This is an optimization exercise on Yosys and OpenROAD, whose aim is small area, not a production implementation. Function was checked by simulation only, so behaviour that the tests miss may differ from the original. Power figures rest on the tool's default switching activity, not on a simulated workload.

$ cat config.mk
export PLATFORM = sky130hd
export DESIGN_NAME = SingleCycleCPU
export DESIGN_NICKNAME = SingleCycleCPU
export VERILOG_FILES = /design/flow/design.v
export SDC_FILE = /design/flow/constraint.sdc
export NUM_CORES = 4
export LEC_CHECK = 0
export CAP_MARGIN = 20
export CORE_MARGIN = 2
export CORE_UTILIZATION = 30
export PLACE_DENSITY = 0.5
export SLEW_MARGIN = 20
$ cat constraint.sdc
create_clock -name core_clock -period 25.0 [get_ports {clk}]
set_input_delay 5.0000 -clock core_clock [delete_from_list [all_inputs] [get_ports {clk}]]
set_output_delay 5.0000 -clock core_clock [all_outputs]
set_load 0.01 [all_outputs]
$ cat design.v
module PC (
    input clk,               
    input rst,               
    input [31:0] pc_i,       
    output reg [31:0] pc_o   
);
    always @(posedge clk or negedge rst) begin
        if (!rst) 
            pc_o <= 32'b0;   
        else 
            pc_o<= pc_i;
    end
endmodule
module Adder (
    input signed [31:0] a,
    input signed [31:0] b,
    output signed [31:0] sum
);
    assign sum = a + b;
endmodule
module Mux2to1 #(
    parameter size = 32
) 
(
    input sel,                       
    input signed [size-1:0] s0,      
    input signed [size-1:0] s1,      
    output signed [size-1:0] out     
);
    assign out = (sel) ? s1 : s0;
endmodule
module Mux3to1 #(
    parameter size = 32
) 
(
    input [1:0] sel,                 
    input signed [size-1:0] s0,      
    input signed [size-1:0] s1,      
    input signed [size-1:0] s2,      
    output signed [size-1:0] out     
);
    assign out = (sel == 2'b00) ? s0 : (sel == 2'b01) ? s1 : (sel == 2'b10) ? s2 : 0;
endmodule
module Control (
    input [6:0] opcode,          
    output reg memRead,          
    output reg [1:0] memtoReg,   
    output reg [2:0] ALUOp,      
    output reg memWrite,         
    output reg ALUSrc1,          
    output reg ALUSrc2,          
    output reg regWrite,         
    output reg PCSel             
);
    always @(*) begin
        memRead = 0;
        memtoReg = 2'b00;
        ALUOp = 3'b000;
        memWrite = 0;
        ALUSrc1 = 0;
        ALUSrc2 = 0;
        regWrite = 0;
        PCSel = 0;
        if (opcode == 7'b0110011) begin
            memRead = 0;
            memtoReg = 2'b00;
            ALUOp = 3'b000;
            memWrite = 0;
            ALUSrc1 = 0;
            ALUSrc2 = 0;
            regWrite = 1;
            PCSel = 0;
        end else if (opcode == 7'b0010011) begin
            memRead = 0;
            memtoReg = 2'b00;
            ALUOp = 3'b001;
            memWrite = 0;
            ALUSrc1 = 0;
            ALUSrc2 = 1;
            regWrite = 1;
            PCSel = 0;
        end else if (opcode == 7'b0000011) begin
            memRead = 1;
            memtoReg = 2'b01;
            ALUOp = 3'b010;
            memWrite = 0;
            ALUSrc1 = 0;
            ALUSrc2 = 1;
            regWrite = 1;
            PCSel = 0;
        end else if (opcode == 7'b0100011) begin
            memRead = 0;
            ALUOp = 3'b011;
            memWrite = 1;
            ALUSrc1 = 0;
            ALUSrc2 = 1;
            regWrite = 0;
            PCSel = 0;
        end else if (opcode == 7'b1100011) begin
            memRead = 0;
            memWrite = 0;
            ALUOp = 3'b100;
            ALUSrc1 = 1;
            ALUSrc2 = 1;
            regWrite = 0;
            PCSel = 1;
        end else if (opcode == 7'b1101111) begin
            memRead = 0;
            memtoReg = 2'b10;
            ALUOp = 3'b101;
            memWrite = 0;
            ALUSrc1 = 1;
            ALUSrc2 = 1;
            regWrite = 1;
            PCSel = 1;
        end else if (opcode == 7'b1100111) begin
            memRead = 0;
            memtoReg = 2'b10;
            ALUOp = 3'b110;
            memWrite = 0;
            ALUSrc1 = 0;
            ALUSrc2 = 1;
            regWrite = 1;
            PCSel = 1;
        end
    end
endmodule
module ALUCtrl (
    input [2:0] ALUOp,           
    input funct7,                
    input [2:0] funct3,          
    output reg [3:0] ALUCtl      
);
    always @(*) begin
        case (ALUOp)
            3'b000: begin  
                case (funct3)
                    3'b000: ALUCtl = funct7 ? 4'b0001 : 4'b0000;  
                    3'b111: ALUCtl = 4'b0010;  
                    3'b110: ALUCtl = 4'b0011;  
                    3'b010: ALUCtl = 4'b0100;  
                    default: ALUCtl = 4'b1111;  
                endcase
            end
            3'b001: begin  
                case (funct3)
                    3'b000: ALUCtl = 4'b0000;  
                    3'b111: ALUCtl = 4'b0010;  
                    3'b110: ALUCtl = 4'b0011;  
                    3'b010: ALUCtl = 4'b0100;  
                    default: ALUCtl = 4'b1111;  
                endcase
            end
            3'b010, 3'b011: ALUCtl = 4'b0000;  
            3'b100: begin  
                case (funct3)
                    3'b000: ALUCtl = 4'b0101;  
                    3'b001: ALUCtl = 4'b0110;  
                    3'b100: ALUCtl = 4'b0111;  
                    3'b101: ALUCtl = 4'b1000;  
                    default: ALUCtl = 4'b1111;  
                endcase
            end
            3'b101: ALUCtl = 4'b0000;  
            3'b110: ALUCtl = 4'b1001;  
            default: ALUCtl = 4'b1111;  
        endcase
    end
endmodule
module ALU (
    input [3:0] ALUctl,                      
    input brLt,                              
    input brEq,                              
    input signed [31:0] A, B,                
    output reg signed [31:0] ALUOut          
);
    always @(*) begin
        case (ALUctl)
            4'b0101: begin   
                if (brEq) 
                    ALUOut = A + B;
                else 
                    ALUOut = A + 32'd4;
            end
            4'b0110: begin   
                if (!brEq) 
                    ALUOut = A + B;
                else 
                    ALUOut = A + 32'd4;
            end
            4'b0111: begin   
                if (brLt) 
                    ALUOut = A + B;
                else 
                    ALUOut = A + 32'd4;
            end
            4'b1000: begin   
                if (!brLt) 
                    ALUOut = A + B;
                else 
                    ALUOut = A + 32'd4;
            end
            4'b0000: ALUOut = A + B;        
            4'b0001: ALUOut = A - B;        
            4'b0010: ALUOut = A & B;        
            4'b0011: ALUOut = A | B;        
            4'b1001: ALUOut = (A + B) & (~1);  
            4'b0100: ALUOut = (A < B) ? 32'd1 : 32'd0;  
            default: ALUOut = 32'd0;        
        endcase
    end
endmodule
module ImmGen (
    input [31:0] inst,                   
    output reg signed [31:0] imm         
);
    wire [6:0] opcode = inst[6:0];
    always @(*) begin
        case(opcode)
            7'b0110111: imm = {inst[31:12], 12'b0};
            7'b0010111: imm = {inst[31:12], 12'b0};
            7'b1101111: imm = { {12{inst[31]}}, inst[19:12], inst[20], inst[30:21], 1'b0 };
            7'b1100111: imm = { {20{inst[31]}}, inst[31:20] };
            7'b1100011: imm = { {19{inst[31]}}, inst[31], inst[7], inst[30:25], inst[11:8], 1'b0 };
            7'b0000011: imm = { {20{inst[31]}}, inst[31:20] };
            7'b0100011: imm = { {20{inst[31]}}, inst[31:25], inst[11:7] };
            7'b0010011: imm = { {20{inst[31]}}, inst[31:20] };
            default: imm = 32'd0;
        endcase
    end
endmodule
module BranchComp(
    input [31:0] rs1,        
    input [31:0] rs2,        
    output brLt,             
    output brEq              
);
    assign brLt = ($signed(rs1) < $signed(rs2));
    assign brEq = (rs1 == rs2); 
endmodule
module Register (
    input clk,                   
    input rst,                   
    input regWrite,              
    input [4:0] readReg1,        
    input [4:0] readReg2,        
    input [4:0] writeReg,        
    input [31:0] writeData,      
    output [31:0] readData1,     
    output [31:0] readData2,     
    output [31:0] reg5Data       
);
    reg [31:0] regs [0:31];
    assign readData1 = regs[readReg1];
    assign readData2 = regs[readReg2];
    assign reg5Data = regs[5];
    always @(posedge clk, negedge rst) begin
        if(~rst) begin
            regs[0] <= 0; regs[1] <= 0; regs[2] <= 32'd128; regs[3] <= 0; 
            regs[4] <= 0; regs[5] <= 0; regs[6] <= 0; regs[7] <= 0; 
            regs[8] <= 0; regs[9] <= 0; regs[10] <= 0; regs[11] <= 0; 
            regs[12] <= 0; regs[13] <= 0; regs[14] <= 0; regs[15] <= 0; 
            regs[16] <= 0; regs[17] <= 0; regs[18] <= 0; regs[19] <= 0; 
            regs[20] <= 0; regs[21] <= 0; regs[22] <= 0; regs[23] <= 0; 
            regs[24] <= 0; regs[25] <= 0; regs[26] <= 0; regs[27] <= 0; 
            regs[28] <= 0; regs[29] <= 0; regs[30] <= 0; regs[31] <= 0;        
        end
        else if(regWrite)
            regs[writeReg] <= (writeReg == 0) ? 0 : writeData;
    end
endmodule
module DataMemory(
	input rst,					 
	input clk,					 
	input memWrite,				 
	input memRead,				 
	input [31:0] address,		 
	input [31:0] writeData,		 
	output reg [31:0] readData	 
);
	reg [7:0] bank0 [0:31];
	reg [7:0] bank1 [0:31];
	reg [7:0] bank2 [0:31];
	reg [7:0] bank3 [0:31];
	wire [1:0] off = address[1:0];
	wire [4:0] row = address[6:2];
	wire [4:0] row0 = row + {4'd0, (off > 2'd0)};
	wire [4:0] row1 = row + {4'd0, (off > 2'd1)};
	wire [4:0] row2 = row + {4'd0, (off > 2'd2)};
	wire [4:0] row3 = row;
	reg [7:0] wb0, wb1, wb2, wb3;
	always @(*) begin
		case (off)
			2'd0: begin wb0 = writeData[7:0];   wb1 = writeData[15:8];  wb2 = writeData[23:16]; wb3 = writeData[31:24]; end
			2'd1: begin wb0 = writeData[31:24]; wb1 = writeData[7:0];   wb2 = writeData[15:8];  wb3 = writeData[23:16]; end
			2'd2: begin wb0 = writeData[23:16]; wb1 = writeData[31:24]; wb2 = writeData[7:0];   wb3 = writeData[15:8];  end
			default: begin wb0 = writeData[15:8]; wb1 = writeData[23:16]; wb2 = writeData[31:24]; wb3 = writeData[7:0]; end
		endcase
	end
	integer i;
	always @(posedge clk, negedge rst) begin
		if (!rst) begin
			for (i = 0; i < 32; i = i + 1) begin
				bank0[i] <= 8'b0;
				bank1[i] <= 8'b0;
				bank2[i] <= 8'b0;
				bank3[i] <= 8'b0;
			end
		end else if (memWrite) begin
			bank0[row0] <= wb0;
			bank1[row1] <= wb1;
			bank2[row2] <= wb2;
			bank3[row3] <= wb3;
		end
	end
	wire [7:0] rb0 = bank0[row0];
	wire [7:0] rb1 = bank1[row1];
	wire [7:0] rb2 = bank2[row2];
	wire [7:0] rb3 = bank3[row3];
	always @(*) begin
		if (memRead) begin
			case (off)
				2'd0: readData = {rb3, rb2, rb1, rb0};
				2'd1: readData = {rb0, rb3, rb2, rb1};
				2'd2: readData = {rb1, rb0, rb3, rb2};
				default: readData = {rb2, rb1, rb0, rb3};
			endcase
		end else begin
			readData = 32'b0;
		end
	end
endmodule
module Multiplexer (
    input  wire [15:0] DataIn,
    input  wire [1:0]  Selector,
    output reg  [3:0]  DataOut
);
    always @(*) begin
        case (Selector)
            2'b00: DataOut = DataIn[3:0];
            2'b01: DataOut = DataIn[7:4];
            2'b10: DataOut = DataIn[11:8];
            default: DataOut = DataIn[15:12];
        endcase
    end
endmodule
`timescale 1ns / 1ps
module SevenSegmentController #(
    parameter ControllerClockCycle   = 100000,  
    parameter ControllerCounterWidth = 16       
) (
    input  wire       Reset,
    input  wire       Clk,
    output reg  [3:0] AN,       
    output reg  [1:0] Selector  
);
    reg [ControllerCounterWidth-1:0] RefreshCounter;  
    reg [1:0] DigitCounter;  
    always @(posedge Clk or posedge Reset) begin
        if (Reset) begin  
            RefreshCounter <= 0;
            DigitCounter <= 0;
            AN <= 4'b1111;      
            Selector <= 2'b00;  
        end else begin  
            if (RefreshCounter == ControllerClockCycle - 1) begin  
                RefreshCounter <= 0;
                DigitCounter <= (DigitCounter == 2'b11) ? 2'b00 : DigitCounter + 1;
            end else begin
                RefreshCounter <= RefreshCounter + 1;
            end
            case (DigitCounter)
                2'b00: begin AN <= 4'b1110; Selector <= 2'b00; end
                2'b01: begin AN <= 4'b1101; Selector <= 2'b01; end
                2'b10: begin AN <= 4'b1011; Selector <= 2'b10; end
                2'b11: begin AN <= 4'b0111; Selector <= 2'b11; end
                default: begin AN <= 4'b1111; Selector <= 2'b00; end
            endcase
        end
    end
endmodule
`timescale 1ns / 1ps
module SevenSegmentDecodar(
    input  wire [3:0] DataIn,  
    output wire [7:0] Segments
);
  reg [7:0] segments;
  assign Segments = segments;
  always @(*) begin
    case (DataIn)
      4'b0000: segments = 8'b00000011;
      4'b0001: segments = 8'b10011111;
      4'b0010: segments = 8'b00100101;
      4'b0011: segments = 8'b00001101;
      4'b0100: segments = 8'b10011001;
      4'b0101: segments = 8'b01001001;
      4'b0110: segments = 8'b01000001;
      4'b0111: segments = 8'b00011111;
      4'b1000: segments = 8'b00000001;
      4'b1001: segments = 8'b00001001;
      4'b1010: segments = 8'b00010001;
      4'b1011: segments = 8'b11000001;
      4'b1100: segments = 8'b01100011;
      4'b1101: segments = 8'b10000101;
      4'b1110: segments = 8'b01100001;
      4'b1111: segments = 8'b01110001;
      default: segments = 8'b11111111;
    endcase
  end
endmodule
`timescale 1ns / 1ps
module SevenSegmentDisplay #(
    parameter ControllerClockCycle   = 1,
    parameter ControllerCounterWidth = 1
) (
    input wire [15:0] DataIn,
    input wire Clk,
    input wire Reset,
    output wire [7:0] Segments,
    output wire [3:0] AN
);
    wire [1:0] Selector;        
    wire [3:0] Digit;            
    SevenSegmentController #(
        .ControllerClockCycle(ControllerClockCycle),
        .ControllerCounterWidth(ControllerCounterWidth)
    ) Controller (
        .Reset(Reset),
        .Clk(Clk),
        .AN(AN),
        .Selector(Selector)
    );
    Multiplexer Mux (
        .DataIn(DataIn),
        .Selector(Selector),
        .DataOut(Digit)
    );
    SevenSegmentDecodar Decoder (
        .DataIn(Digit),
        .Segments(Segments)
    );
endmodule
module SingleCycleCPU (
    input   wire        clk,
    input   wire        start,
    output  wire [31:0] pc,          
    input   wire [31:0] inst,        
    output  wire        wb_we,       
    output  wire [4:0]  wb_rd,       
    output  wire [31:0] wb_data,     
    output  wire [7:0]  segments,
    output  wire [3:0]  an
);
wire [31:0] Result_mumpc;
wire [31:0] Result_mumwrite;
wire [31:0] Result_frombrother;
wire brLt;
wire brEq;
wire [31:0] Read_addr;
wire [31:0] Instruction;
wire memRead;          
wire [1:0] memtoReg;   
wire [2:0] ALUOp;      
wire memWrite;         
wire PCSel;             
wire ALUSrc1;          
wire ALUSrc2;          
wire regWrite;         
wire [31:0] for_sevenSegDis;
wire [31:0] Result_adder1;
PC m_PC(
    .clk(clk),
    .rst(start),
    .pc_i(Result_mumpc),
    .pc_o(Read_addr)
);
Adder m_Adder_1(
    .a(Read_addr),
    .b(32'd4),
    .sum(Result_adder1)
);
assign pc = Read_addr;
assign Instruction = inst;
assign wb_we = regWrite & (Instruction[11:7] != 5'd0);
assign wb_rd = Instruction[11:7];
assign wb_data = Result_mumwrite;
Control m_Control(
    .opcode(Instruction[6:0]),
    .memRead(memRead),
    .memtoReg(memtoReg),
    .ALUOp(ALUOp),
    .memWrite(memWrite),
    .ALUSrc1(ALUSrc1),
    .ALUSrc2(ALUSrc2),
    .regWrite(regWrite),
    .PCSel(PCSel)
);
wire [31:0] rd1;
wire [31:0] rd2;
Register m_Register(
    .clk(clk),
    .rst(start),
    .regWrite(regWrite),
    .readReg1(Instruction[19:15]),
    .readReg2(Instruction[24:20]),
    .writeReg(Instruction[11:7]),
    .writeData(Result_mumwrite),
    .readData1(rd1),
    .readData2(rd2),
    .reg5Data(for_sevenSegDis)  
);
SevenSegmentDisplay sevenSegDis(
    .DataIn(for_sevenSegDis[15:0]),  
    .Clk(clk),
    .Reset(!start),  
    .Segments(segments),
    .AN(an)
);
wire [31:0] Read_frommem;
DataMemory m_DataMemory(
    .rst(start),
    .clk(clk),
    .memWrite(memWrite),
    .memRead(memRead),
    .address(Result_frombrother),
    .writeData(rd2),
    .readData(Read_frommem)
);
wire [31:0] imm_val;
ImmGen m_ImmGen(
    .inst(Instruction),
    .imm(imm_val)
);
Mux2to1 #(.size(32)) m_Mux_PC(
    .sel(PCSel),
    .s0(Result_adder1),
    .s1(Result_frombrother),
    .out(Result_mumpc)
);
wire [31:0] Result_alu1;
Mux2to1 #(.size(32)) m_Mux_ALU_1(
    .sel(ALUSrc1),
    .s0(rd1),
    .s1(Read_addr),
    .out(Result_alu1)
);
wire [31:0] Result_alu2;
Mux2to1 #(.size(32)) m_Mux_ALU_2(
    .sel(ALUSrc2),
    .s0(rd2),
    .s1(imm_val),
    .out(Result_alu2)
);
wire [3:0] result_aluctrl;
ALUCtrl m_ALUCtrl(
    .ALUOp(ALUOp),
    .funct7(Instruction[30]),
    .funct3(Instruction[14:12]),
    .ALUCtl(result_aluctrl)
);
ALU m_ALU(
    .ALUctl(result_aluctrl),
    .brLt(brLt),
    .brEq(brEq),
    .A(Result_alu1),
    .B(Result_alu2),
    .ALUOut(Result_frombrother)
);
Mux3to1 #(.size(32)) m_Mux_WriteData(
    .sel(memtoReg),
    .s0(Result_frombrother),
    .s1(Read_frommem),
    .s2(Result_adder1),
    .out(Result_mumwrite)
);
BranchComp m_BranchComp(
    .rs1(rd1),
    .rs2(rd2),
    .brLt(brLt),
    .brEq(brEq)
);
endmodule
$ cat run.sh
#!/bin/bash
# synth_recipe.tcl (not shown) runs the flow's synth.tcl, then flattens the netlist and writes it again
# the make line also repeats each setting of config.mk as NAME=value (left out here)
make -C /OpenROAD-flow-scripts/flow DESIGN_CONFIG=/design/flow/config.mk WORK_HOME=/design/flow/orfs CLKGATE_MAP_FILE= SYNTH_SCRIPT=/design/flow/synth_recipe.tcl finish
==> flow_summary.toml <==
[timing]
whs_ns = 0.477
post-route-min-period_ns = 24.60
slew_violations = 0
post-route-period-util_pct = 98.4
fmax_mhz = 40.6
slew_headroom_pct = 10.6
finClkSkew_ns = 0.104
finalHoldViolations = 0
fin_tns_setup_ns = 0
grt_setup_unrepaired = "false"
worst_pin_slew_ns = 1.34
setup_viol = 0

[floorplanning]
die_w_um = 619
die_y_um = 619
num_io_pins = 116
initial_utilization_pct = 30.2
core.rowCount = 225
dieArea_um2 = 384000
core_area_um2 = 376000

[cts]
clock_sinks = 2088
cts.clk_slew.worst_paths_ns = 0.06
clock_latency_ns = 1.00
h-tree-depth = 4
post_cts_buffers = 0
cts_max_path_buffers = 4
hold_buffers = 0
cts_tree = "done"
cts_resized = 0
root_buffer = "clkbuf_16"
cts_buffers = 234

[cells_and_area]
layout-drive-gt1-share_pct = 15.1
layout.area.seq_um2 = 52300
fill_cells = 38600
syn2layout_area_growth_pct = 14.7
nNetsFinal = 12300
multi_input_area_um2 = 57100

[synth]
netlist_area_um2 = 114000
syn_nets = 12600
yosysMostFrequentCell = "dfrtp_1"
ys_types = 111
async_reset_ff_share_pct = 100
yosys.area_share.adder_pct = 1.68
syn_inst = 12400
ys_top_cells_by_area = "dfrtp_1, nand2_1, mux2_2, o21ai_0, nand3_1"
synth-main-ff-cell = "dfrtp_1"
synth-xor-area-share_pct = 0.591
muxShareOfSynthArea_pct = 8.39
ys_top_cells_by_count = "dfrtp_1, nand2_1, o21ai_0"
synth_top_family_by_area = "compound AO/OA/AOI/OAI gates"
synth_edf_count = 0
synth_area_leader_cell = "dfrtp_1"
ys_ff_latch = 2088
yosysTopAreaCellShare_pct = 45.9
synth_compound_area_share_pct = 22.0
synth_warnings = 15
seq_area_frac_synth_pct = 46.0
synthSimpleGateAreaFrac_pct = 16.4
synth.avg_cell_area_um2 = 9.19

[power_and_ir_drop]
max-vdd-ir-drop_uv = 60.4
powerDensity_nw_per_um2 = 67.9
total_leakage_power_uw = 0.0553

[placed_design]
routabilityCongestion = 1.06
io_buffers = 114
hpwlAfterDp_mm = 433

[setup_path]
cp_slowest_cell = "clkdlybuf4s50_1"
cp.arrival_ns = 19.60
critPathLaunchType = "primary input"
cp_max_fo = 24
cp_data_required_time_ns = 20.00
critPathMaxStageDelay_ns = 0.81
worst-setup-path-type = "primary input to primary output"
crit_path_end_kind = "primary output"
reg2reg_from = "m_Register.regs[11][3]$_DFFE_PN0P_"
crit_start = "inst[23]"

[grt]
grt_max_degree = 172
grt_usage_pct = 31.9
grt_pass1_vias = 103000
grt-ovfl-total = 0
grt_pass1_wl_mm = 869
antenna_found_initial = 40

[route]
dr_total_vias = 110000
routed_wirelength_mm = 630
drtAntennaViolNets = 0
wire_per_inst_um = 36.3
routed-wl-met3_mm = 69.9
drt-initial-drc-count = 17800
first_pass_iters = 10
top_layer_used = "met5"
viasPerCell = 6.31
met1_length_mm = 244
drc = 0
wl_met2_mm = 263

[run]
maxCapViolations = 0

[outcome]
outcome = "complete, no violations"

[min_path]
hp-start = "m_DataMemory.bank1[10][0]$_DFFE_PN0P_"
min_path_type = "flip-flop to flip-flop"
==> flip-flops by register name, indices dropped and copies added (netlist names) <==
signal and flops:
m_DataMemory.bank0 256, m_DataMemory.bank1 256, m_DataMemory.bank2 256, m_DataMemory.bank3 256, m_PC.pc_o 32, m_Register.regs 1024, sevenSegDis.Controller.AN 4, sevenSegDis.Controller.DigitCounter 2
sevenSegDis.Controller.Selector 2
==> worst max-delay path: cells and delay by family <==
family	cells	cell delay, ns
buf+inv	8	3.37
fa+ha+maj	2	1.02
simple gates	9	3.32
compound gates	19	6.77
==> area by class of cell <==
cell class	instances	share of cell area (%)
sequential	2088	40.1
multi-input combinational	8863	43.8
clock buffer	331	5.23
antenna	23	0.0442
clock inverter	103	0.859
tap	4994	4.80
inverter	298	0.858
timing repair buffer	671	4.27
==> power by group <==
| group | leakage [uW] | switching [uW] | internal (uW) |
|---|---|---|---|
| logic | 0.0229 | 1180 | 396 |
| registers | 0.0285 | 151 | 3460 |
| clock network | 0.00395 | 1580 | 2090 |
| total | 0.0553 | 2910 | 5940 |
==> final timing paths <==
check	endpoint	slack, ns	cells past startpoint
min	m_DataMemory.bank1[10][0]$_DFFE_PN0P_	0.48	2
min in group asynchronous	sevenSegDis.Controller.DigitCounter[1]$_DFF_PN0_	3.94	1
max	wb_data[31]	0.40	38
max in group asynchronous	m_DataMemory.bank0[2][4]$_DFFE_PN0P_	16.35	6
max reg2reg	m_Register.regs[5][27]$_DFFE_PN0P_	11.68	35
min reg2reg	m_DataMemory.bank1[10][0]$_DFFE_PN0P_	0.48	2
==> per-layer routing <==
metal	vias up	GRT usage, %
li1	45300	-
met1	54500	40.4
met2	7504	46.8
met3	2190	9.35
met4	36	21.9
met5	-	0
==> metrics by stage <==
stage / cell area, um2 / utilization (%) / total power (uW) / worst slack, ns / std cells
floorplan: 114000 / - / 4310 / 4.96 / 12400
detailed placement: 122000 / 32.5 / 5180 / 1.08 / 16900
global route: 130000 / 34.6 / 9060 / 0.198 / 17400
global placement: 122000 / 32.5 / 5190 / 1.11 / 16900
CTS: 130000 / 34.6 / 8820 / 1.07 / 17300
finish: 130000 / 34.6 / 8850 / 0.398 / 17400
==> logic make-up after synthesis <==
kind of cell	after synthesis
simple gates	4060
compound gates	3718
flops	2088
buf+inv	1415
mux	858
fa+ha+maj	151
xor+xnor	75
other cells	1
==> cell usage in the layout, fill, tap and decap left out, types with 160 or more instances in the layout <==
cell	Yosys	layout
a21oi_1	453	448
a221oi_1	212	211
a22o_1	214	214
a22oi_1	443	440
and3_1	162	160
buf_4	40	536
clkbuf_16	0	236
dfrtp_1	2083	2083
inv_1	292	290
mux2_2	571	571
mux2i_1	267	250
nand2_1	1740	1718
nand3_1	700	690
nand4_1	264	264
nor2_1	650	542
o21ai_0	1193	1183
o31ai_1	339	336

[re-timing with driven ports]
In the flow no input, the clock included, has a driving cell. The finished layout below was timed again as built, in two steps. Step 1 assumes that a clkbuf_16 drives the clock port and a buf_2 every other input. Step 2, shift: input delay + t, output delay - t, t = (earliest + latest rising clock arrival at the registers) / 2. This alone moves slack from input paths to output paths. a / b / c = ideal / step 1 / step 2; a / b = the first two.
t (ns): 1.059
slack for setup (ns): 0.398 / 0.264 / 0.264
worst hold slack (ns): 0.477 / 0.477 / 0.477
After both steps this run still meets setup and hold. The setup slack of this run moves by -0.134 ns with the drivers and by -0.134 ns with both steps.
